Source: an optimization exercise on an open RTL-to-GDS flow (aim: small area). Production flows keep margins and buffers that such runs may drop. The RTL was checked by simulation tests, not by an equivalence proof against the original design. Power and IR drop assume default switching activity.

==> flow/design.v <==
module S_AXI_LITE#(
		parameter integer S_AXI_LITE_SIZE = 5,
		parameter integer S_AXI_DATA_SIZE = 32
		)(
		input S_AXI_ACLK,
		input S_AXI_ARESETN,
        input  [ 31 : 0] S_AXI_LITE_ARADDR,
        output S_AXI_LITE_ARREADY,
        input  S_AXI_LITE_ARVALID,
        output S_AXI_LITE_RVALID,
        input  S_AXI_LITE_RREADY,
        output [S_AXI_DATA_SIZE - 1: 0] S_AXI_LITE_RDATA,
        input  [ 31 : 0] S_AXI_LITE_AWADDR,
        output S_AXI_LITE_AWREADY,
        input  S_AXI_LITE_AWVALID,
        input  S_AXI_LITE_WVALID,
        output S_AXI_LITE_WREADY,
        input  [S_AXI_DATA_SIZE - 1: 0] S_AXI_LITE_WDATA,
        output S_AXI_LITE_BVALID,
        input S_AXI_LITE_BREADY
		);
        localparam integer H = S_AXI_DATA_SIZE / 2;
        reg [S_AXI_DATA_SIZE - 1: 0] axi_reg0;
        reg [S_AXI_DATA_SIZE - 1: 0] axi_reg1;
        reg [S_AXI_DATA_SIZE - 1: 0] axi_reg2;
        reg [S_AXI_DATA_SIZE - 1: 0] axi_reg3;
        reg [S_AXI_DATA_SIZE - 1: 0] axi_reg4;
        reg [S_AXI_DATA_SIZE - 1: 0] axi_reg5;
        reg [5:0] written;
        reg [S_AXI_DATA_SIZE - 1: 0] axi_rdata;
        reg awready;
        reg wready;
        reg bvalid;
        reg arready;
        reg rpend;       
        reg axi_rvalid;
        assign S_AXI_LITE_AWREADY = awready;
        assign S_AXI_LITE_WREADY  = wready;
        assign S_AXI_LITE_BVALID  = bvalid;
        assign S_AXI_LITE_ARREADY = arready;
        assign S_AXI_LITE_RVALID  = axi_rvalid;
        assign S_AXI_LITE_RDATA   = axi_rdata;
        wire [4:0] wa = S_AXI_LITE_AWADDR[4:0];
        wire [4:0] ra = S_AXI_LITE_ARADDR[4:0];
        wire rmapped = (ra[1:0] == 2'b00) & ~(ra[4] & ra[3]);
        always @(posedge S_AXI_ACLK) begin
          if (!S_AXI_ARESETN) begin
            bvalid     <= 1'b0;
            awready    <= 1'b0;
            wready     <= 1'b0;
            arready    <= 1'b0;
            rpend      <= 1'b0;
            axi_rvalid <= 1'b0;
          end else begin
            bvalid     <= S_AXI_LITE_BREADY & ~bvalid;
            awready    <= awready ? ~wready : (S_AXI_LITE_AWVALID & S_AXI_LITE_WVALID);
            wready     <= S_AXI_LITE_WVALID & ~wready & awready;
            arready    <= S_AXI_LITE_ARVALID & ~arready;
            rpend      <= arready & S_AXI_LITE_RREADY & rmapped;
            axi_rvalid <= rpend;
          end
        end
        wire wsel = awready & wready & (wa[1:0] == 2'b00);
        wire [1:0] wlo = {wsel & wa[2], wsel & ~wa[2]};
        wire [2:0] whi = {wa[4] & ~wa[3], ~wa[4] & wa[3], ~wa[4] & ~wa[3]};
        wire [5:0] we, we_l, we_h;
        S_AXI_LITE_dec u_wdec_l (.lo(wlo), .hi(whi), .y(we_l));
        S_AXI_LITE_dec u_wdec_h (.lo(wlo), .hi(whi), .y(we_h));
        assign we = we_l;
        always @(posedge S_AXI_ACLK)
          if (!S_AXI_ARESETN)
            written <= 6'b0;
          else
            written <= written | we;
        always @(posedge S_AXI_ACLK) begin
          if (we_l[0]) axi_reg0[H-1:0] <= S_AXI_LITE_WDATA[H-1:0];
          if (we_h[0]) axi_reg0[S_AXI_DATA_SIZE-1:H] <= S_AXI_LITE_WDATA[S_AXI_DATA_SIZE-1:H];
          if (we_l[1]) axi_reg1[H-1:0] <= S_AXI_LITE_WDATA[H-1:0];
          if (we_h[1]) axi_reg1[S_AXI_DATA_SIZE-1:H] <= S_AXI_LITE_WDATA[S_AXI_DATA_SIZE-1:H];
          if (we_l[2]) axi_reg2[H-1:0] <= S_AXI_LITE_WDATA[H-1:0];
          if (we_h[2]) axi_reg2[S_AXI_DATA_SIZE-1:H] <= S_AXI_LITE_WDATA[S_AXI_DATA_SIZE-1:H];
          if (we_l[3]) axi_reg3[H-1:0] <= S_AXI_LITE_WDATA[H-1:0];
          if (we_h[3]) axi_reg3[S_AXI_DATA_SIZE-1:H] <= S_AXI_LITE_WDATA[S_AXI_DATA_SIZE-1:H];
          if (we_l[4]) axi_reg4[H-1:0] <= S_AXI_LITE_WDATA[H-1:0];
          if (we_h[4]) axi_reg4[S_AXI_DATA_SIZE-1:H] <= S_AXI_LITE_WDATA[S_AXI_DATA_SIZE-1:H];
          if (we_l[5]) axi_reg5[H-1:0] <= S_AXI_LITE_WDATA[H-1:0];
          if (we_h[5]) axi_reg5[S_AXI_DATA_SIZE-1:H] <= S_AXI_LITE_WDATA[S_AXI_DATA_SIZE-1:H];
        end
        wire [1:0] rlo = {arready & ra[2], arready & ~ra[2]};
        wire [2:0] rhi = {ra[4], ~ra[4] & ra[3], ~ra[4] & ~ra[3]};
        wire [5:0] rs_l, rs_h;
        S_AXI_LITE_decg u_rdec_l (.lo(rlo), .hi(rhi), .g(written), .y(rs_l));
        S_AXI_LITE_decg u_rdec_h (.lo(rlo), .hi(rhi), .g(written), .y(rs_h));
        wire [1:0] hold;
        S_AXI_LITE_inv u_hold_l (.a(arready), .y(hold[0]));
        S_AXI_LITE_inv u_hold_h (.a(arready), .y(hold[1]));
        wire [S_AXI_DATA_SIZE - 1: 0] rdata_d;
        genvar i;
        generate
          for (i = 0; i < S_AXI_DATA_SIZE; i = i + 1) begin : g_rd
            S_AXI_LITE_rbit u_rbit (
              .r({axi_reg5[i], axi_reg4[i], axi_reg3[i], axi_reg2[i], axi_reg1[i], axi_reg0[i]}),
              .s(i < H ? rs_l : rs_h), .h(i < H ? hold[0] : hold[1]),
              .q(axi_rdata[i]), .d(rdata_d[i]));
          end
        endgenerate
        always @(posedge S_AXI_ACLK)
          axi_rdata <= rdata_d;
endmodule
module S_AXI_LITE_dec (
        input  [1:0] lo,
        input  [2:0] hi,
        output [5:0] y
        );
        assign y = {hi[2] & lo[1], hi[2] & lo[0], hi[1] & lo[1], hi[1] & lo[0],
                    hi[0] & lo[1], hi[0] & lo[0]};
endmodule
module S_AXI_LITE_decg (
        input  [1:0] lo,
        input  [2:0] hi,
        input  [5:0] g,
        output [5:0] y
        );
        assign y = g & {hi[2] & lo[1], hi[2] & lo[0], hi[1] & lo[1], hi[1] & lo[0],
                        hi[0] & lo[1], hi[0] & lo[0]};
endmodule
module S_AXI_LITE_inv (
        input  a,
        output y
        );
        assign y = ~a;
endmodule
module S_AXI_LITE_rbit (
        input  [5:0] r,
        input  [5:0] s,
        input        h,
        input        q,
        output       d
        );
        wire n1, n2;
        S_AXI_LITE_aoi222 u_n1 (.a1(r[0]), .a2(s[0]), .b1(r[1]), .b2(s[1]), .c1(h),    .c2(q),    .y(n1));
        S_AXI_LITE_aoi222 u_n2 (.a1(r[2]), .a2(s[2]), .b1(r[3]), .b2(s[3]), .c1(r[4]), .c2(s[4]), .y(n2));
        assign d = ~(n1 & n2 & ~(r[5] & s[5]));
endmodule
module S_AXI_LITE_aoi222 (
        input  a1, a2, b1, b2, c1, c2,
        output y
        );
        assign y = ~((a1 & a2) | (b1 & b2) | (c1 & c2));
endmodule
==> flow/flow/run.sh <==
#!/bin/bash
# Standard ORFS layout (the standard.sh), with two changes:
#  - every port still gets its own buffer, but the smallest buffer cell
#    (buf_1) instead of the resizer's default pick;
#  - clock tree: clkbuf_4 sink buffers on clusters of up to 10 flip-flops,
#    and no dummy loads.
set -euo pipefail
export BUFFER_PORTS_ARGS="-buffer_cell sky130_fd_sc_hd__buf_1"
export CTS_ARGS="-sink_clustering_enable -repair_clock_nets -dont_use_dummy_load -sink_clustering_size 10 -sink_clustering_max_diameter 60 -buf_list sky130_fd_sc_hd__clkbuf_4"
bash standard.sh finish > standard_flow.log 2>&1
==> flow/standard.sh <==
#!/bin/bash
# synth_recipe.tcl (not shown) runs the flow's synth.tcl, then flattens the netlist and writes it again
# the make line also repeats each setting of config.mk as NAME=value (left out here)
make -C /OpenROAD-flow-scripts/flow DESIGN_CONFIG=/design/flow/config.mk WORK_HOME=/design/flow/orfs CLKGATE_MAP_FILE= SYNTH_SCRIPT=/design/flow/synth_recipe.tcl "${@:-finish}"
==> flow/config.mk <==
export PLATFORM = sky130hd
export DESIGN_NAME = S_AXI_LITE
export DESIGN_NICKNAME = S_AXI_LITE
export VERILOG_FILES = /design/flow/design.v
export SDC_FILE = /design/flow/constraint.sdc
export NUM_CORES = 4
export LEC_CHECK = 0
export CAP_MARGIN = 20
export CORE_MARGIN = 2
export CORE_UTILIZATION = 40
export SLEW_MARGIN = 20
export SYNTH_HIERARCHICAL = 1
==> flow/constraint.sdc <==
create_clock -name core_clock -period 4.0 [get_ports {S_AXI_ACLK}]
set_input_delay 0.8000 -clock core_clock [delete_from_list [all_inputs] [get_ports {S_AXI_ACLK}]]
set_output_delay 0.8000 -clock core_clock [all_outputs]
set_load 0.01 [all_outputs]
==> impl_metrics.xml, run 1 <==
<?xml version="1.0" encoding="UTF-8"?>
<metrics>
  <group name="status">
    <metric name="run_status" unit="">timing/DRC/antenna clean</metric>
  </group>
  <group name="layout">
    <metric name="final_area" unit="um2">8830</metric>
    <metric name="layout_common_cells" unit="">192 x sky130_fd_sc_hd__edfxtp_1, 85 x sky130_fd_sc_hd__buf_1, 64 x sky130_fd_sc_hd__a222oi_1</metric>
    <metric name="finalNonFillerCells" unit="">802</metric>
    <metric name="fillers" unit="">1723</metric>
    <metric name="layout_commonest_cell" unit="">sky130_fd_sc_hd__edfxtp_1</metric>
    <metric name="area_grow_syn2layout" unit="%">11.5</metric>
    <metric name="design.final.nets" unit="">641</metric>
    <metric name="fin_util" unit="%">45.3</metric>
    <metric name="fraction_of_final_layout_cells_sized_beyond_drive_strength_1" unit="%">6.72</metric>
  </group>
  <group name="routing">
    <metric name="ant_nets" unit="">0</metric>
    <metric name="route.final.wire_length" unit="mm">17.2</metric>
    <metric name="drc_errors" unit="">0</metric>
    <metric name="post_drt_via_cell_ratio" unit="">5.54</metric>
    <metric name="dr.first_iter.drc_count" unit="">472</metric>
    <metric name="vias_post_dr" unit="">4444</metric>
    <metric name="dr.pass1.iters" unit="">5</metric>
    <metric name="routed_wire_length_per_instance" unit="um">21.4</metric>
  </group>
  <group name="critical_path">
    <metric name="ff2ff_setup_slack" unit="ns">1.78</metric>
    <metric name="cp_slowest_stage_delay" unit="ns">0.89</metric>
    <metric name="critPathMaxFanout" unit="">16</metric>
    <metric name="worst_path_max_delay_cell" unit="">sky130_fd_sc_hd__and2_1</metric>
    <metric name="critical_path.top_delay_family" unit="">simple AND/OR/NAND/NOR gates</metric>
    <metric name="critical_path.n_buffers_inverters" unit="">0</metric>
    <metric name="cp-start-kind" unit="">flop</metric>
    <metric name="crit_chain" unit="">nand2_1 &gt; nor4b_2 &gt; and2_1</metric>
    <metric name="crit_arrival" unit="ns">2.45</metric>
    <metric name="path_class" unit="">reg2reg</metric>
    <metric name="crit_path_end_kind" unit="">flop</metric>
    <metric name="required" unit="ns">4.23</metric>
  </group>
  <group name="placed_design">
    <metric name="port-buffer-count" unit="">85</metric>
    <metric name="pre_cts_slack" unit="ns">1.32</metric>
    <metric name="detailedPlacementHpwl" unit="mm">9.73</metric>
    <metric name="detailed_place.area" unit="um2">8620</metric>
    <metric name="dpl.cell_count" unit="">774</metric>
    <metric name="globalplace.congestion" unit="">0.725</metric>
  </group>
  <group name="clocking">
    <metric name="postCtsSetupRepairBufs" unit="">0</metric>
    <metric name="cts.reportedPaths.clkPinSlew" unit="ns">0.11</metric>
    <metric name="numCtsBuffers" unit="">27</metric>
    <metric name="clock_tree.buffer_depth" unit="">3</metric>
    <metric name="tritoncts" unit="">yes</metric>
    <metric name="holdBufCountCts" unit="">0</metric>
    <metric name="cts_repair_resize_count" unit="">0</metric>
    <metric name="cts.htree.levels" unit="">1</metric>
    <metric name="cts_num_sinks" unit="">236</metric>
    <metric name="clk-insertion-delay-late" unit="ns">0.64</metric>
    <metric name="clock_tree.root_cell" unit="">sky130_fd_sc_hd__clkbuf_4</metric>
  </group>
  <group name="power_and_ir_drop">
    <metric name="leakagePower" unit="nW">2.86</metric>
    <metric name="fin_total_pwr" unit="mW">3.72</metric>
    <metric name="clock_power_share" unit="%">27.0</metric>
    <metric name="sw_frac_of_total" unit="%">19.9</metric>
    <metric name="p_int" unit="mW">2.98</metric>
    <metric name="net-switching-power" unit="uW">739</metric>
    <metric name="combinationalPowerShare" unit="%">1.6</metric>
    <metric name="p_seq_share" unit="%">71.4</metric>
    <metric name="cellPowerDensity" unit="nW/um2">421</metric>
    <metric name="power.ir.vdd_worst" unit="V">0.000207</metric>
  </group>
  <group name="logic_synthesis">
    <metric name="synth_top_family_by_area" unit="">compound AO/OA/AOI/OAI gates</metric>
    <metric name="synthesis.nets" unit="">520</metric>
    <metric name="post_synth_xor_area_fraction" unit="%">0</metric>
    <metric name="synthesis.area" unit="um2">7920</metric>
    <metric name="proportion_of_synthesized_area_in_mux_cells" unit="%">0</metric>
    <metric name="post_synth_inst_count" unit="">417</metric>
    <metric name="ys_seq_elements" unit="">236</metric>
    <metric name="yosysWarnings" unit="">7</metric>
    <metric name="post_synth.cell_area_avg" unit="um2">19.0</metric>
    <metric name="post_synth_fa_ha_maj_area_fraction" unit="%">0</metric>
    <metric name="synth_simple_gate_area_share" unit="%">7.21</metric>
    <metric name="synth-compound-area-share" unit="%">8.66</metric>
    <metric name="netlist.area_leader.share" unit="%">72.8</metric>
    <metric name="top_area_cells_in_the_synthesized_netlist" unit="">sky130_fd_sc_hd__edfxtp_1 73%, sky130_fd_sc_hd__dfxtp_1 11%, sky130_fd_sc_hd__a222oi_1 8.1%</metric>
    <metric name="ys_seq_area_share" unit="%">83.9</metric>
    <metric name="post-synth-top-area-cell" unit="">sky130_fd_sc_hd__edfxtp_1</metric>
    <metric name="post_synth_num_cell_types" unit="">19</metric>
  </group>
  <group name="floorplan">
    <metric name="dieWidth" unit="um">145</metric>
    <metric name="ioPinCount" unit="">140</metric>
    <metric name="core" unit="um2">19500</metric>
    <metric name="num_rows" unit="">51</metric>
    <metric name="die_y_extent" unit="um">145</metric>
    <metric name="die_area" unit="um2">20900</metric>
    <metric name="floorplan.initialDensity" unit="%">40.7</metric>
  </group>
  <group name="global_route">
    <metric name="grt_overflow" unit="">0</metric>
    <metric name="total_routing_usage_gr" unit="%">16.5</metric>
    <metric name="antenna_found_initial" unit="">1</metric>
    <metric name="grt_start_max_net_pins" unit="">18</metric>
    <metric name="grt_first_pass_wirelength" unit="mm">25.5</metric>
    <metric name="first_global_vias" unit="">4600</metric>
  </group>
  <group name="timing">
    <metric name="finalHoldViolCount" unit="">0</metric>
    <metric name="hold_slack" unit="ns">0.404</metric>
    <metric name="final_max_slew_viols" unit="">0</metric>
    <metric name="worst_clock_skew" unit="ns">0.0407</metric>
    <metric name="final.setup.tns" unit="ns">0</metric>
    <metric name="rsz0062_at_grt" unit="">false</metric>
    <metric name="tightestPinTransition" unit="ns">1.04</metric>
    <metric name="finalCriticalPeriod" unit="ns">2.22</metric>
    <metric name="min_period_over_period" unit="%">55.6</metric>
    <metric name="least_setup_slack_across_all_paths_after_layout" unit="ns">1.78</metric>
    <metric name="achievable-frequency" unit="GHz">0.450</metric>
    <metric name="setup_viol_count_final" unit="">0</metric>
    <metric name="relSlewSlack" unit="%">30.6</metric>
  </group>
  <group name="run">
    <metric name="cap_violations" unit="">0</metric>
  </group>
  <group name="worst_hold_path">
    <metric name="holdCritPathClass" unit="">in2reg</metric>
  </group>
</metrics>
==> cell type report <==
class,instances,area (um2),area share [%]
Tap cell,265,332,3.76
Timing Repair Buffer,93,379,4.30
Antenna cell,1,2.50,0.0284
Inverter,2,7.51,0.0851
Multi-Input combinational cell,178,1260,14.2
Sequential cell,236,6650,75.3
Clock buffer,27,203,2.30
==> modules after synthesis, one instance, submodules excluded <==
module | flops+latches | area, um2 | cells | copies in the design
S_AXI_LITE | 236 | 6840 | 263 | 1
S_AXI_LITE_aoi222 | 0 | 10.0 | 1 | 64
S_AXI_LITE_dec | 0 | 37.5 | 6 | 2
S_AXI_LITE_decg | 0 | 37.5 | 6 | 2
S_AXI_LITE_inv | 0 | 3.75 | 1 | 2
S_AXI_LITE_rbit | 0 | 8.76 | 2 | 32
==> path summary, 6_finish.rpt <==
kind | end | cells after the start | start
worst min register to register | axi_rdata[22]$_DFF_P_ | 2 | axi_reg5[22]$_DFFE_PP_
worst min-delay path | awready$_SDFF_PN0_ | 3 | S_AXI_LITE_AWVALID
worst max register to register | axi_reg1[31]$_DFFE_PP_ | 3 | awready$_SDFF_PN0_
worst max-delay path | axi_reg1[31]$_DFFE_PP_ | 3 | awready$_SDFF_PN0_
==> power by group through the flow <==
stage          logic, mW  registers, mW  clock network, mW
4_1_cts           0.0605           2.65               1.04
3_5_place_dp      0.0603           2.71                  0
6_report          0.0593           2.65               1.00
5_1_grt           0.0674           2.65               1.12
3_3_place_gp      0.0548           2.71                  0
2_1_floorplan     0.0123           2.71                  0
==> cells in the mapped netlist <==
| cell | instances |
|---|---|
| sky130_fd_sc_hd__a222oi_1 | 64 |
| sky130_fd_sc_hd__and2_1 | 14 |
| sky130_fd_sc_hd__and3_1 | 13 |
| sky130_fd_sc_hd__and3b_1 | 2 |
| sky130_fd_sc_hd__and4b_1 | 1 |
| sky130_fd_sc_hd__and4bb_1 | 1 |
| sky130_fd_sc_hd__buf_4 | 1 |
| sky130_fd_sc_hd__dfxtp_1 | 44 |
| sky130_fd_sc_hd__edfxtp_1 | 192 |
| sky130_fd_sc_hd__inv_1 | 2 |
| sky130_fd_sc_hd__nand2_1 | 35 |
| sky130_fd_sc_hd__nand3_1 | 32 |
| sky130_fd_sc_hd__nand3b_1 | 1 |
| sky130_fd_sc_hd__nand4b_1 | 1 |
| sky130_fd_sc_hd__nor2_1 | 2 |
| sky130_fd_sc_hd__nor2b_1 | 4 |
| sky130_fd_sc_hd__nor4_1 | 1 |
| sky130_fd_sc_hd__nor4b_2 | 1 |
| sky130_fd_sc_hd__o21a_1 | 6 |
==> cells by family (layout without fill, tap and decap cells) <==
logic type | count (synthesis) | count (layout)
compound gates | 70 | 70
buf+inv | 3 | 122
flops | 236 | 236
other cells | 0 | 1
simple gates | 108 | 108
==> registers in the layout, indices dropped and copies added (netlist names) <==
register	cells
axi_reg3	32
bvalid	1
axi_reg2	32
axi_reg1	32
rpend	1
written	6
axi_reg4	32
awready	1
axi_reg0	32
axi_rvalid	1
arready	1
axi_reg5	32
wready	1
axi_rdata	32
==> worst register-to-register path, delay by kind of cell, from the launching register on <==
kind	cells	cell delay (ns)
and+or+nand+nor	3	1.43
DFF	1	0.40
==> metal layers <==
metal  global-route usage (%)  up-vias  routed length, um  share of wire, %
met2                     30.1      160               8720                51
met3                     3.39       38               1220               7.1
met5                        0        -                  0                 0
met4                     5.01        0                427               2.5
met1                     19.7     2224               6790                40
li1                         -     2022                  -                 -
==> run 2: changes to the inputs <==
--- a/flow/config.mk
+++ b/flow/config.mk
@@ -8,5 +8,6 @@
 export CAP_MARGIN = 20
 export CORE_MARGIN = 2
 export CORE_UTILIZATION = 40
+export GPL_TIMING_DRIVEN = 0
 export SLEW_MARGIN = 20
 export SYNTH_HIERARCHICAL = 1
==> run 2 against run 1 <==
Worst hold slack better by 0.0045 ns. Non-clock buffer count is 7 lower. First-iteration DRC count is 9.5% higher. Cell count is 1.0% lower. Synthesized cell count stayed put. Total power is 0.18% lower. Count of clock-buffer cells in the layout stayed put. Die area stayed put. Largest cell class unchanged.
==> impl_metrics.xml, run 2 <==
<?xml version="1.0" encoding="UTF-8"?>
<metrics>
  <group name="status">
    <metric name="run_status" unit="">timing/DRC/antenna clean</metric>
  </group>
  <group name="clocking">
    <metric name="holdBufCountCts" unit="">0</metric>
    <metric name="cts_num_sinks" unit="">236</metric>
    <metric name="postCtsSetupRepairBufs" unit="">0</metric>
    <metric name="clock_tree.root_cell" unit="">sky130_fd_sc_hd__clkbuf_4</metric>
    <metric name="cts.htree.levels" unit="">1</metric>
    <metric name="clock_tree.buffer_depth" unit="">3</metric>
    <metric name="cts.reportedPaths.clkPinSlew" unit="ns">0.11</metric>
    <metric name="clk-insertion-delay-late" unit="ns">0.64</metric>
    <metric name="tritoncts" unit="">yes</metric>
    <metric name="cts_repair_resize_count" unit="">0</metric>
    <metric name="numCtsBuffers" unit="">27</metric>
  </group>
  <group name="power_and_ir_drop">
    <metric name="p_int" unit="mW">2.98</metric>
    <metric name="cellPowerDensity" unit="nW/um2">423</metric>
    <metric name="sw_frac_of_total" unit="%">19.7</metric>
    <metric name="power.ir.vdd_worst" unit="V">0.000255</metric>
    <metric name="leakagePower" unit="nW">2.82</metric>
    <metric name="p_seq_share" unit="%">71.5</metric>
    <metric name="clock_power_share" unit="%">26.8</metric>
    <metric name="net-switching-power" unit="uW">732</metric>
    <metric name="combinationalPowerShare" unit="%">1.6</metric>
  </group>
  <group name="critical_path">
    <metric name="path_class" unit="">reg2reg</metric>
    <metric name="crit_arrival" unit="ns">2.60</metric>
    <metric name="rr_endpoint" unit="">axi_reg0[6]$_DFFE_PP_</metric>
    <metric name="critical_path.n_buffers_inverters" unit="">0</metric>
    <metric name="worstReg2RegStart" unit="">awready$_SDFF_PN0_</metric>
    <metric name="crit_chain" unit="">nand2_1 &gt; nor4_1 &gt; and2_1</metric>
    <metric name="critPathMaxFanout" unit="">17</metric>
    <metric name="worst_path_max_delay_cell" unit="">sky130_fd_sc_hd__and2_1</metric>
    <metric name="r2r.worst_path.cells" unit="">3</metric>
    <metric name="critical_path.top_delay_family" unit="">simple AND/OR/NAND/NOR gates</metric>
    <metric name="required" unit="ns">4.26</metric>
    <metric name="ff2ff_setup_slack" unit="ns">1.66</metric>
    <metric name="crit_path_end_kind" unit="">flop</metric>
    <metric name="cp_slowest_stage_delay" unit="ns">0.96</metric>
    <metric name="cp-start-kind" unit="">flop</metric>
  </group>
  <group name="logic_synthesis">
    <metric name="yosys.cell_count.top_type" unit="">sky130_fd_sc_hd__edfxtp_1</metric>
    <metric name="synthesis.nets" unit="">520</metric>
    <metric name="async_set_reset_flop_share_out_of_synthesis" unit="%">0</metric>
    <metric name="ys_top_cells_by_count" unit="">192 x sky130_fd_sc_hd__edfxtp_1, 64 x sky130_fd_sc_hd__a222oi_1, 44 x sky130_fd_sc_hd__dfxtp_1</metric>
    <metric name="post_synth_inst_count" unit="">417</metric>
    <metric name="ys_seq_area_share" unit="%">83.9</metric>
    <metric name="synth_flop_cell" unit="">sky130_fd_sc_hd__edfxtp_1</metric>
    <metric name="netlist.area_leader.share" unit="%">72.8</metric>
    <metric name="post_synth_num_cell_types" unit="">19</metric>
    <metric name="top_area_cells_in_the_synthesized_netlist" unit="">sky130_fd_sc_hd__edfxtp_1 73%, sky130_fd_sc_hd__dfxtp_1 11%, sky130_fd_sc_hd__a222oi_1 8.1%</metric>
    <metric name="edff_count_synth" unit="">192</metric>
    <metric name="ys_seq_elements" unit="">236</metric>
    <metric name="yosysWarnings" unit="">7</metric>
    <metric name="synthesis.area" unit="um2">7920</metric>
    <metric name="post_synth.cell_area_avg" unit="um2">19.0</metric>
    <metric name="post-synth-top-area-cell" unit="">sky130_fd_sc_hd__edfxtp_1</metric>
  </group>
  <group name="timing">
    <metric name="hold_slack" unit="ns">0.409</metric>
    <metric name="finalCriticalPeriod" unit="ns">2.34</metric>
    <metric name="rsz0062_at_grt" unit="">false</metric>
    <metric name="tightestPinTransition" unit="ns">1.11</metric>
    <metric name="worst_clock_skew" unit="ns">0.0539</metric>
    <metric name="setup_viol_count_final" unit="">0</metric>
    <metric name="finalHoldViolCount" unit="">0</metric>
    <metric name="achievable-frequency" unit="GHz">0.427</metric>
    <metric name="final.setup.tns" unit="ns">0</metric>
    <metric name="relSlewSlack" unit="%">26.3</metric>
    <metric name="least_setup_slack_across_all_paths_after_layout" unit="ns">1.66</metric>
    <metric name="final_max_slew_viols" unit="">0</metric>
    <metric name="min_period_over_period" unit="%">58.5</metric>
  </group>
  <group name="routing">
    <metric name="route.final.wire_length" unit="mm">17.3</metric>
    <metric name="drc_errors" unit="">0</metric>
    <metric name="post_drt_via_cell_ratio" unit="">5.59</metric>
    <metric name="vias_post_dr" unit="">4436</metric>
    <metric name="dr.first_iter.drc_count" unit="">517</metric>
    <metric name="dr.pass1.iters" unit="">8</metric>
    <metric name="routed_wire_length_per_instance" unit="um">21.8</metric>
    <metric name="ant_nets" unit="">0</metric>
  </group>
  <group name="layout">
    <metric name="layout_commonest_cell" unit="">sky130_fd_sc_hd__edfxtp_1</metric>
    <metric name="design.final.nets" unit="">634</metric>
    <metric name="layout_common_cells" unit="">192 x sky130_fd_sc_hd__edfxtp_1, 85 x sky130_fd_sc_hd__buf_1, 64 x sky130_fd_sc_hd__a222oi_1</metric>
    <metric name="ant_cells" unit="">0</metric>
    <metric name="fraction_of_final_layout_cells_sized_beyond_drive_strength_1" unit="%">5.48</metric>
    <metric name="finalNonFillerCells" unit="">794</metric>
    <metric name="area_grow_syn2layout" unit="%">10.8</metric>
  </group>
  <group name="global_route">
    <metric name="grt_overflow" unit="">0</metric>
    <metric name="total_routing_usage_gr" unit="%">16.8</metric>
    <metric name="grt_start_max_net_pins" unit="">18</metric>
    <metric name="first_global_vias" unit="">4585</metric>
    <metric name="grt_first_pass_wirelength" unit="mm">25.9</metric>
    <metric name="antenna_found_initial" unit="">0</metric>
  </group>
  <group name="worst_hold_path">
    <metric name="worst_hold_path_endpoint" unit="">awready$_SDFF_PN0_</metric>
    <metric name="hold_path.startpoint" unit="">S_AXI_LITE_AWVALID</metric>
    <metric name="min_path_cells" unit="">3</metric>
    <metric name="holdCritPathClass" unit="">in2reg</metric>
  </group>
  <group name="placed_design">
    <metric name="dpl.cell_count" unit="">767</metric>
    <metric name="pre_cts_slack" unit="ns">1.10</metric>
    <metric name="detailedPlacementHpwl" unit="mm">9.67</metric>
    <metric name="port-buffer-count" unit="">85</metric>
    <metric name="globalplace.congestion" unit="">0.738</metric>
  </group>
  <group name="floorplan">
    <metric name="die_y_extent" unit="um">145</metric>
    <metric name="dieWidth" unit="um">145</metric>
    <metric name="die_area" unit="um2">20900</metric>
    <metric name="floorplan.initialDensity" unit="%">40.7</metric>
    <metric name="ioPinCount" unit="">140</metric>
    <metric name="num_rows" unit="">51</metric>
    <metric name="core" unit="um2">19500</metric>
  </group>
  <group name="run">
    <metric name="cap_violations" unit="">0</metric>
  </group>
</metrics>
[run 2: modules after synthesis, one instance, submodules excluded]
module | copies in the design | flops+latches | cells inside
S_AXI_LITE | 1 | 236 | 263
S_AXI_LITE_aoi222 | 64 | 0 | 1
S_AXI_LITE_dec | 2 | 0 | 6
S_AXI_LITE_decg | 2 | 0 | 6
S_AXI_LITE_inv | 2 | 0 | 1
S_AXI_LITE_rbit | 32 | 0 | 2
[run 2: worst max-delay path by stage]
stage | startpoint | end | slack [ns] | cells after the start
2_1_floorplan | S_AXI_LITE_AWADDR[1] | axi_reg0[0]$_DFFE_PP_ | 1.86 | 2
3_3_place_gp | S_AXI_LITE_AWADDR[1] | axi_reg0[1]$_DFFE_PP_ | 1.15 | 3
3_5_place_dp | S_AXI_LITE_AWADDR[1] | axi_reg0[6]$_DFFE_PP_ | 1.10 | 3
4_1_cts | awready$_SDFF_PN0_ | axi_reg0[8]$_DFFE_PP_ | 1.62 | 3
5_1_grt | awready$_SDFF_PN0_ | axi_reg0[14]$_DFFE_PP_ | 1.41 | 3
6_report | awready$_SDFF_PN0_ | axi_reg0[6]$_DFFE_PP_ | 1.66 | 3
[run 2: cells by family (layout without fill, tap and decap cells)]
family,after synthesis,after routing,share of synthesized area [%]
AOI/OAI and AO/OA,70,70,8.66
and+or+nand+nor,108,108,7.21
DFF,236,236,83.9
buffers and inverters,3,115,0.190
[run 2: power groups by stage]
stage	clock [mW]	sequential [mW]	combinational, mW
global route	1.13	2.65	0.0684
finish	0.996	2.65	0.0604
CTS	1.04	2.65	0.0610
floorplan	0	2.71	0.0123
detailed placement	0	2.71	0.0607
global placement	0	2.71	0.0556
[run 2: metrics by stage]
step	total power [mW]	area (um2)	utilization [%]
floorplan	2.72	7920	-
global placement	2.76	8570	44.0
detailed placement	2.77	8570	44.0
CTS	3.75	8770	45.1
global route	3.85	8770	45.1
finish	3.71	8770	45.1
[run 2: layout make-up]
| cell class | instances | area [um2] |
|---|---|---|
| fillers | 1727 | 10700 |
| flip-flops and latches | 236 | 6650 |
| multi-input cells | 178 | 1260 |
| well taps | 265 | 332 |
| repair buffers | 85 | 319 |
| clock buffers | 27 | 203 |
| plain buffers | 1 | 7.51 |
| inverters | 2 | 7.51 |
[run 2: per-layer routing]
layer / part of all wire, % / wire (um) / vias to the layer above / global-route usage, %
met5: 0 / 0 / - / 0
li1: - / - / 2008 / -
met2: 51 / 8870 / 178 / 30.0
met3: 8.3 / 1430 / 38 / 3.69
met4: 2.5 / 432 / 0 / 4.65
met1: 38 / 6540 / 2212 / 20.7
[run 2: worst register-to-register path, stage by stage (launching register included)]
cell and delay, ns:
sky130_fd_sc_hd__dfxtp_1 0.40, sky130_fd_sc_hd__nand2_1 0.10, sky130_fd_sc_hd__nor4_1 0.51, sky130_fd_sc_hd__and2_1 0.96
==> run 3: changes to the inputs <==
==> flow/run.sh (new file) <==
#!/bin/bash
# synth_recipe.tcl (not shown) runs the flow's synth.tcl, then flattens the netlist and writes it again
# the make line also repeats each setting of config.mk as NAME=value (left out here)
make -C /OpenROAD-flow-scripts/flow DESIGN_CONFIG=/design/flow/config.mk WORK_HOME=/design/flow/orfs CLKGATE_MAP_FILE= SYNTH_SCRIPT=/design/flow/synth_recipe.tcl finish
--- a/flow/config.mk
+++ b/flow/config.mk
@@ -8,6 +8,9 @@
 export CAP_MARGIN = 20
 export CORE_MARGIN = 2
 export CORE_UTILIZATION = 40
+export CTS_BUF_LIST = sky130_fd_sc_hd__clkbuf_4
+export CTS_CLUSTER_DIAMETER = 60
+export CTS_CLUSTER_SIZE = 10
 export GPL_TIMING_DRIVEN = 0
 export SLEW_MARGIN = 20
 export SYNTH_HIERARCHICAL = 1
removed: flow/flow/run.sh
removed: flow/standard.sh
==> run 3 against run 2 <==
Total power rose by 10%. Critical path depth did not move. Sequential power barely moved. Routed wire length fell by 1.0%. Design area rose by 8.2%. Sequential share of layout area fell by 5.8 points. Flip-flop and latch count did not move. Register-to-register slack barely moved. First-iteration DRC count rose by 13%. Clock skew fell by 0.018 ns.
==> impl_metrics.xml, run 3 <==
<?xml version="1.0" encoding="UTF-8"?>
<metrics>
  <group name="global_route">
    <metric name="grt_overflow" unit="">0</metric>
    <metric name="first_global_vias" unit="">4567</metric>
    <metric name="grt_first_pass_wirelength" unit="mm">25.9</metric>
    <metric name="total_routing_usage_gr" unit="%">16.7</metric>
    <metric name="grt_start_max_net_pins" unit="">18</metric>
    <metric name="antenna_found_initial" unit="">2</metric>
  </group>
  <group name="logic_synthesis">
    <metric name="yosysWarnings" unit="">7</metric>
    <metric name="ys_seq_area_share" unit="%">83.9</metric>
    <metric name="ys_top_cells_by_count" unit="">192 x sky130_fd_sc_hd__edfxtp_1, 64 x sky130_fd_sc_hd__a222oi_1, 44 x sky130_fd_sc_hd__dfxtp_1</metric>
    <metric name="netlist.area_leader.share" unit="%">72.8</metric>
    <metric name="synthesis.nets" unit="">520</metric>
    <metric name="yosys.cell_count.top_type" unit="">sky130_fd_sc_hd__edfxtp_1</metric>
    <metric name="synthesis.area" unit="um2">7920</metric>
    <metric name="top_area_cells_in_the_synthesized_netlist" unit="">sky130_fd_sc_hd__edfxtp_1 73%, sky130_fd_sc_hd__dfxtp_1 11%, sky130_fd_sc_hd__a222oi_1 8.1%</metric>
    <metric name="post-synth-top-area-cell" unit="">sky130_fd_sc_hd__edfxtp_1</metric>
    <metric name="post_synth.cell_area_avg" unit="um2">19.0</metric>
    <metric name="async_set_reset_flop_share_out_of_synthesis" unit="%">0</metric>
    <metric name="ys_seq_elements" unit="">236</metric>
    <metric name="edff_count_synth" unit="">192</metric>
    <metric name="post_synth_inst_count" unit="">417</metric>
    <metric name="synth_flop_cell" unit="">sky130_fd_sc_hd__edfxtp_1</metric>
    <metric name="post_synth_num_cell_types" unit="">19</metric>
  </group>
  <group name="layout">
    <metric name="layout_common_cells" unit="">192 x sky130_fd_sc_hd__edfxtp_1, 85 x sky130_fd_sc_hd__clkdlybuf4s50_1, 64 x sky130_fd_sc_hd__a222oi_1</metric>
    <metric name="design.final.nets" unit="">634</metric>
    <metric name="final-seq-area" unit="um2">6650</metric>
    <metric name="fin_util" unit="%">48.8</metric>
    <metric name="finalNonFillerCells" unit="">817</metric>
    <metric name="multi_input_area" unit="um2">1260</metric>
    <metric name="layout_commonest_cell" unit="">sky130_fd_sc_hd__edfxtp_1</metric>
    <metric name="fraction_of_final_layout_cells_sized_beyond_drive_strength_1" unit="%">9.26</metric>
    <metric name="final_area" unit="um2">9490</metric>
    <metric name="fillers" unit="">1666</metric>
    <metric name="area_grow_syn2layout" unit="%">19.9</metric>
  </group>
  <group name="critical_path">
    <metric name="cp_slowest_stage_delay" unit="ns">0.90</metric>
    <metric name="worst_path_max_delay_cell" unit="">sky130_fd_sc_hd__and2_1</metric>
    <metric name="crit_path_end_kind" unit="">flop</metric>
    <metric name="crit_arrival" unit="ns">2.79</metric>
    <metric name="crit_chain" unit="">clkdlybuf4s50_1 &gt; nor4_1 &gt; and2_1</metric>
    <metric name="required" unit="ns">4.25</metric>
    <metric name="path_class" unit="">in2reg</metric>
    <metric name="cp-start-kind" unit="">input port</metric>
    <metric name="critPathMaxFanout" unit="">17</metric>
  </group>
  <group name="floorplan">
    <metric name="ioPinCount" unit="">140</metric>
    <metric name="die_area" unit="um2">20900</metric>
    <metric name="num_rows" unit="">51</metric>
    <metric name="dieWidth" unit="um">145</metric>
    <metric name="floorplan.initialDensity" unit="%">40.7</metric>
    <metric name="die_y_extent" unit="um">145</metric>
    <metric name="core" unit="um2">19500</metric>
  </group>
  <group name="clocking">
    <metric name="postCtsSetupRepairBufs" unit="">0</metric>
    <metric name="numCtsBuffers" unit="">27</metric>
    <metric name="clk-insertion-delay-late" unit="ns">0.65</metric>
    <metric name="tritoncts" unit="">yes</metric>
    <metric name="cts.reportedPaths.clkPinSlew" unit="ns">0.11</metric>
    <metric name="cts_num_sinks" unit="">236</metric>
    <metric name="cts_repair_resize_count" unit="">0</metric>
    <metric name="clock_tree.root_cell" unit="">sky130_fd_sc_hd__clkbuf_4</metric>
    <metric name="clock_tree.buffer_depth" unit="">3</metric>
    <metric name="holdBufCountCts" unit="">0</metric>
    <metric name="cts.htree.levels" unit="">1</metric>
  </group>
  <group name="placed_design">
    <metric name="detailedPlacementHpwl" unit="mm">9.54</metric>
    <metric name="pre_cts_slack" unit="ns">0.808</metric>
    <metric name="dpl.cell_count" unit="">767</metric>
    <metric name="globalplace.congestion" unit="">0.706</metric>
    <metric name="detailed_place.area" unit="um2">9100</metric>
    <metric name="port-buffer-count" unit="">85</metric>
  </group>
  <group name="power_and_ir_drop">
    <metric name="power.ir.vdd_worst" unit="V">0.000245</metric>
    <metric name="fin_total_pwr" unit="mW">4.09</metric>
    <metric name="cellPowerDensity" unit="nW/um2">431</metric>
    <metric name="leakagePower" unit="nW">3.15</metric>
  </group>
  <group name="timing">
    <metric name="final_max_slew_viols" unit="">0</metric>
    <metric name="least_setup_slack_across_all_paths_after_layout" unit="ns">1.47</metric>
    <metric name="relSlewSlack" unit="%">28.5</metric>
    <metric name="final.setup.tns" unit="ns">0</metric>
    <metric name="worst_clock_skew" unit="ns">0.0356</metric>
    <metric name="tightestPinTransition" unit="ns">1.07</metric>
    <metric name="rsz0062_at_grt" unit="">false</metric>
    <metric name="setup_viol_count_final" unit="">0</metric>
    <metric name="min_period_over_period" unit="%">63.3</metric>
    <metric name="achievable-frequency" unit="GHz">0.395</metric>
    <metric name="finalCriticalPeriod" unit="ns">2.53</metric>
    <metric name="hold_slack" unit="ns">0.444</metric>
    <metric name="finalHoldViolCount" unit="">0</metric>
  </group>
  <group name="status">
    <metric name="run_status" unit="">timing/DRC/antenna clean</metric>
  </group>
  <group name="routing">
    <metric name="ant_nets" unit="">0</metric>
    <metric name="route.final.wire_length" unit="mm">17.1</metric>
    <metric name="dr.pass1.iters" unit="">8</metric>
    <metric name="drc_errors" unit="">0</metric>
    <metric name="dr.first_iter.drc_count" unit="">582</metric>
    <metric name="post_drt_via_cell_ratio" unit="">5.43</metric>
    <metric name="routed_wire_length_per_instance" unit="um">20.9</metric>
    <metric name="vias_post_dr" unit="">4438</metric>
  </group>
  <group name="worst_hold_path">
    <metric name="holdCritPathClass" unit="">reg2reg</metric>
  </group>
  <group name="run">
    <metric name="cap_violations" unit="">0</metric>
  </group>
</metrics>
-- run 3: cell counts after synthesis --
Identical to the previous run, type by type.
-- run 3: final cells by class --
| type | instances | share of cell area (%) |
|---|---|---|
| Sequential cell | 236 | 70.0 |
| Multi-Input combinational cell | 178 | 13.2 |
| Timing Repair Buffer | 85 | 8.96 |
| Clock buffer | 48 | 3.80 |
| Tap cell | 265 | 3.49 |
| Clock inverter | 1 | 0.316 |
| Buffer | 1 | 0.0791 |
| Inverter | 2 | 0.0791 |
| Antenna cell | 1 | 0.0264 |
-- run 3: worst max-delay path: cells and delay by family --
kind | cells | cell delay [ns]
buffers and inverters | 1 | 0.44
and+or+nand+nor | 2 | 1.54
-- run 3: worst paths after layout --
| kind | startpoint | to | slack (ns) | cells after the start |
|---|---|---|---|---|
| setup / recovery | S_AXI_LITE_AWADDR[1] | axi_reg0[4]$_DFFE_PP_ | 1.47 | 3 |
| hold / removal | rpend$_SDFF_PN0_ | axi_rvalid$_SDFF_PN0_ | 0.44 | 1 |
| setup reg to reg | awready$_SDFF_PN0_ | axi_reg0[4]$_DFFE_PP_ | 1.66 | 3 |
| hold reg to reg | rpend$_SDFF_PN0_ | axi_rvalid$_SDFF_PN0_ | 0.44 | 1 |
-- run 3: modules after synthesis (local to each module, per instance) --
module / times used / area [um2] / cells
S_AXI_LITE_dec: 2 / 37.5 / 6
S_AXI_LITE_aoi222: 64 / 10.0 / 1
S_AXI_LITE_rbit: 32 / 8.76 / 2
S_AXI_LITE_decg: 2 / 37.5 / 6
S_AXI_LITE: 1 / 6840 / 263
S_AXI_LITE_inv: 2 / 3.75 / 1
-- run 3: cells by family (layout without fill, tap and decap cells) --
group / count (synthesis) / count (layout) / share of synthesized area [%]
other: 0 / 1 / 0
AND/OR/NAND/NOR: 108 / 108 / 7.21
buffers and inverters: 3 / 137 / 0.190
AO/OA/AOI/OAI: 70 / 70 / 8.66
flip-flops: 236 / 236 / 83.9
-- run 3: routing by layer --
metal	routed length, um	track usage, %	part of all wire [%]	vias to the layer above
met5	0	0	0	-
met4	393	5.11	2.3	0
met3	1260	3.65	7.4	35
met2	8730	29.8	51	169
met1	6720	20.2	39	2205
li1	-	-	-	2029
-- run 3: where the power goes --
part	total (mW)	internal [mW]	switching (mW)
clock network	1.34	0.598	0.743
logic	0.0954	0.0505	0.0449
registers	2.65	2.65	0.00264
total	4.09	3.30	0.790

==> port drivers added, routing unchanged <==
In the flow no input, the clock included, has a driving cell. The finished layouts below were timed again as built, in two steps.
Step 1 (the two cells are an assumption about what drives the block):
set clk [get_ports {S_AXI_ACLK}]
set_driving_cell -lib_cell sky130_fd_sc_hd__clkbuf_16 $clk
set_driving_cell -lib_cell sky130_fd_sc_hd__buf_2 [delete_from_list [all_inputs] $clk]
Step 2 also shifts input and output timing later by t, the mid clock arrival at the registers, as if the neighbouring blocks saw the same clock.
Slacks: no drivers / after step 1 / after step 2; pairs: no drivers / after step 1.
| run | shift t [ns] | setup slack, ns | hold WS [ns] | worst register clock-pin slew, ns | worst data-port slew with drivers (ns) |
|---|---|---|---|---|---|
| run 1 | 0.660 | 1.776 / 1.776 / 1.338 | 0.404 / 0.389 / 0.438 | 0.11 / 0.11 | 0.07 |
| run 2 | 0.647 | 1.659 / 1.659 / 1.140 | 0.409 / 0.393 / 0.440 | 0.11 / 0.11 | 0.06 |
| run 3 | 0.673 | 1.466 / 1.474 / 0.809 | 0.444 / 0.444 / 0.444 | 0.11 / 0.11 | 0.08 |
After both steps every run listed still meets setup and hold. For run 3, which loses most, drivers alone change the setup slack by +0.008 ns; drivers and shift together by -0.657 ns.
